This design comes from an exercise in tuning for small area on the open sky130 flow, not from production work. Function was checked by simulation only, so behaviour that the tests miss may differ from the original. Power is estimated from default activity; no workload was simulated.

==> flow/design.v <==
module RAM(clk,rst_n,ld_wa,ld_ra,ld_wr,rx_byte,rx_last,tx_data);
parameter MEM_DEPTH = 256;
parameter ADDR_SIZE = 8;
localparam NW = 18;           
localparam NR = 19;           
input clk,rst_n,ld_wa,ld_ra,ld_wr;
input[7:0] rx_byte,rx_last;
output reg[7:0] tx_data;
reg[ADDR_SIZE-1:0] addr_wr;
reg[ADDR_SIZE-1:0] addr_rd;
reg[ADDR_SIZE-1:0] wp_addr;   
reg[7:0] wp_data;             
reg[7:0] c;
reg[8*MEM_DEPTH-1:0] ring;
function integer wtap;        
	input integer k;
	wtap = (k * MEM_DEPTH) / NW;
endfunction
function integer iswtap;      
	input integer s;
	integer k;
	begin
		iswtap = 0;
		for (k = 0; k < NW; k = k + 1)
			if (wtap(k) == s) iswtap = 1;
	end
endfunction
function integer rtap;        
	input integer k;
	rtap = (k * MEM_DEPTH) / NR;
endfunction
always @(posedge clk or negedge rst_n) begin
	if (!rst_n) begin
		addr_wr <= 0;
		addr_rd <= 0;
	end else begin
		if (ld_wa) addr_wr <= rx_last;
		if (ld_ra) addr_rd <= rx_last;
	end
end
always @(posedge clk) begin
	c <= c + 8'd1;
	if (ld_wr) begin
		wp_addr <= addr_wr;
		wp_data <= rx_byte;
	end
end
wire[7:0] u = wp_addr + c + 8'd1;
wire[7:0] v = addr_rd + c;
genvar s, k;
generate
	for (s = 0; s < MEM_DEPTH; s = s + 1) begin : st
		wire[7:0] prev = ring[8*((s+MEM_DEPTH-1)%MEM_DEPTH) +: 8];
		if (iswtap(s)) begin : wt
			always @(posedge clk)
				ring[8*s +: 8] <= (u == s) ? wp_data : prev;
		end else begin : pl
			always @(posedge clk)
				ring[8*s +: 8] <= prev;
		end
	end
endgenerate
wire[8*NR-1:0] rterm;
generate
	for (k = 0; k < NR; k = k + 1) begin : rt
		assign rterm[8*k +: 8] = (v == rtap(k)) ? ring[8*rtap(k) +: 8] : 8'd0;
	end
endgenerate
reg[7:0] rword;
reg rhit;
integer i;
always @(*) begin
	rword = 8'd0;
	rhit = 1'b0;
	for (i = 0; i < NR; i = i + 1) begin
		rword = rword | rterm[8*i +: 8];
		rhit = rhit | (v == rtap(i));
	end
end
always @(posedge clk) begin
	if (wp_addr == addr_rd) tx_data <= wp_data;
	else if (rhit) tx_data <= rword;
end
endmodule
module SPI_SLAVE(MOSI,SS_n,clk,rst_n,tx_data,MISO,ld_wa,ld_ra,ld_wr,rx_byte,rx_last);
input clk,rst_n,MOSI,SS_n;
input[7:0] tx_data;           
output reg MISO;
output ld_wa;                 
output ld_ra;                 
output ld_wr;                 
output[7:0] rx_byte;          
output[7:0] rx_last;          
localparam IDLE = 2'd0;
localparam CHK  = 2'd1;
localparam DATA = 2'd2;
reg[1:0] cs;
reg[4:0] cnt;                 
reg[9:0] rx;
reg read_data;                
reg rdd;                      
always @(posedge clk or negedge rst_n) begin
	if (~rst_n) begin
		cs <= IDLE;
		read_data <= 1'b0;
	end else begin
		case (cs)
		IDLE: cs <= SS_n ? IDLE : CHK;
		CHK: begin
			cs <= SS_n ? IDLE : DATA;
			if (~SS_n && MOSI) read_data <= ~read_data;
		end
		DATA: cs <= SS_n ? IDLE : DATA;
		default: cs <= IDLE;
		endcase
	end
end
always @(posedge clk) begin
	rx <= {rx[8:0], MOSI};
	if (cs == CHK) begin
		cnt <= 5'd1;
		rdd <= MOSI & read_data;
	end else begin
		if (cnt != 5'd20) cnt <= cnt + 5'd1;
		if (cnt == 5'd1 || cnt == 5'd2) rdd <= rdd & MOSI;
	end
	if (cs == DATA && rdd && cnt >= 5'd12 && cnt <= 5'd19)
		MISO <= tx_data[5'd19 - cnt];
end
wire at11 = (cs == DATA) && (cnt == 5'd10) && ~SS_n;
assign ld_wa = at11 && rx[8:7] == 2'b00;
assign ld_ra = at11 && rx[8:7] == 2'b10;
assign ld_wr = (cs == DATA) && (cnt == 5'd11) && rx[9:8] == 2'b01;
assign rx_byte = rx[7:0];
assign rx_last = {rx[6:0], MOSI};
endmodule
module SPI_Wrapper(MISO,MOSI,SS_n,clk,rst_n);
parameter MEM_DEPTH = 256;
parameter ADDR_SIZE = 8;
input MOSI,SS_n,clk,rst_n;
output MISO;
wire[7:0] tx_data,rx_byte,rx_last;
wire ld_wa,ld_ra,ld_wr;
RAM #(MEM_DEPTH,ADDR_SIZE) ram(clk,rst_n,ld_wa,ld_ra,ld_wr,rx_byte,rx_last,tx_data);
SPI_SLAVE spi(MOSI,SS_n,clk,rst_n,tx_data,MISO,ld_wa,ld_ra,ld_wr,rx_byte,rx_last);
endmodule
Settings: LEC_CHECK=0, ABC_AREA=1, CAP_MARGIN=20, CORE_MARGIN=2, CORE_UTILIZATION=65, CTS_BUF_LIST=sky130_fd_sc_hd__clkbuf_8, CTS_CLUSTER_DIAMETER=60, CTS_CLUSTER_SIZE=18, SLEW_MARGIN=20; clock period 5.0 ns.
run.sh (not shown) runs the stock make flow with config.mk's settings and CLKGATE_MAP_FILE= SYNTH_SCRIPT=/design/flow/synth_recipe.tcl, a recipe that flattens the netlist after the stock synthesis.
The baseline completed without violations.
==> next run, changes <==
- ABC_AREA: 1 -> not set
- CTS_CLUSTER_SIZE: 18 -> 20
The changed run ran to the end with no violations.
Worst hold slack improved by 0.15 ns.
Final area decreases by 0.47%.
Cell count came out lower by 9.9%.
==> next run, changes <==
- CORE_UTILIZATION: 65 -> 40
Utilization goes down by 26 points.
Wire length goes down by 5.0%.
Synthesized cell count is unchanged.
Clock skew goes down by 0.018 ns.
Total power goes up by 0.65%.
Design area goes up by 1.8%.
Critical path depth goes down by 1.
Cell count goes up by 17%.
Worst hold slack is better by 0.014 ns.
Non-clock buffer count goes up by 3.
==> next run, changes <==
- CTS_BUF_LIST: sky130_fd_sc_hd__clkbuf_8 -> not set
- CTS_CLUSTER_DIAMETER: 60 -> not set
- CTS_CLUSTER_SIZE: 20 -> not set
Outcome:
- via count is higher by a few percent
- synthesized cell count stays the same
- area after synthesis stays the same
- final cell count is higher by a few percent
- global-route usage is higher by 0.67 points

-- what the ideal ports hide --
Ports are ideal in the flow. The routed layouts listed here were re-timed in OpenROAD. Step 1 sets driving cells, clkbuf_16 on the clock port and buf_2 on the other inputs (assumed; they add their load-dependent delay and slew). Step 2 also shifts input and output timing later by t, the mid clock arrival at the registers, as if the neighbouring blocks saw the same clock. Three values: no drivers, after step 1, after step 2; two values: the first two.
run | t, ns | setup slack, ns | clock arrival spread, ns | worst data-port slew with drivers (ns)
the first run | 0.855 | 1.458 / 1.458 / 1.458 | 0.055 / 0.055 | 0.05
the second run | 0.814 | 0.866 / 0.866 / 0.866 | 0.063 / 0.062 | 0.06
the third run | 0.881 | 0.807 / 0.807 / 0.807 | 0.046 / 0.047 | 0.03
the fourth run | 0.843 | 0.813 / 0.813 / 0.813 | 0.031 / 0.031 | 0.03
After both steps setup and hold are still met in every run listed.
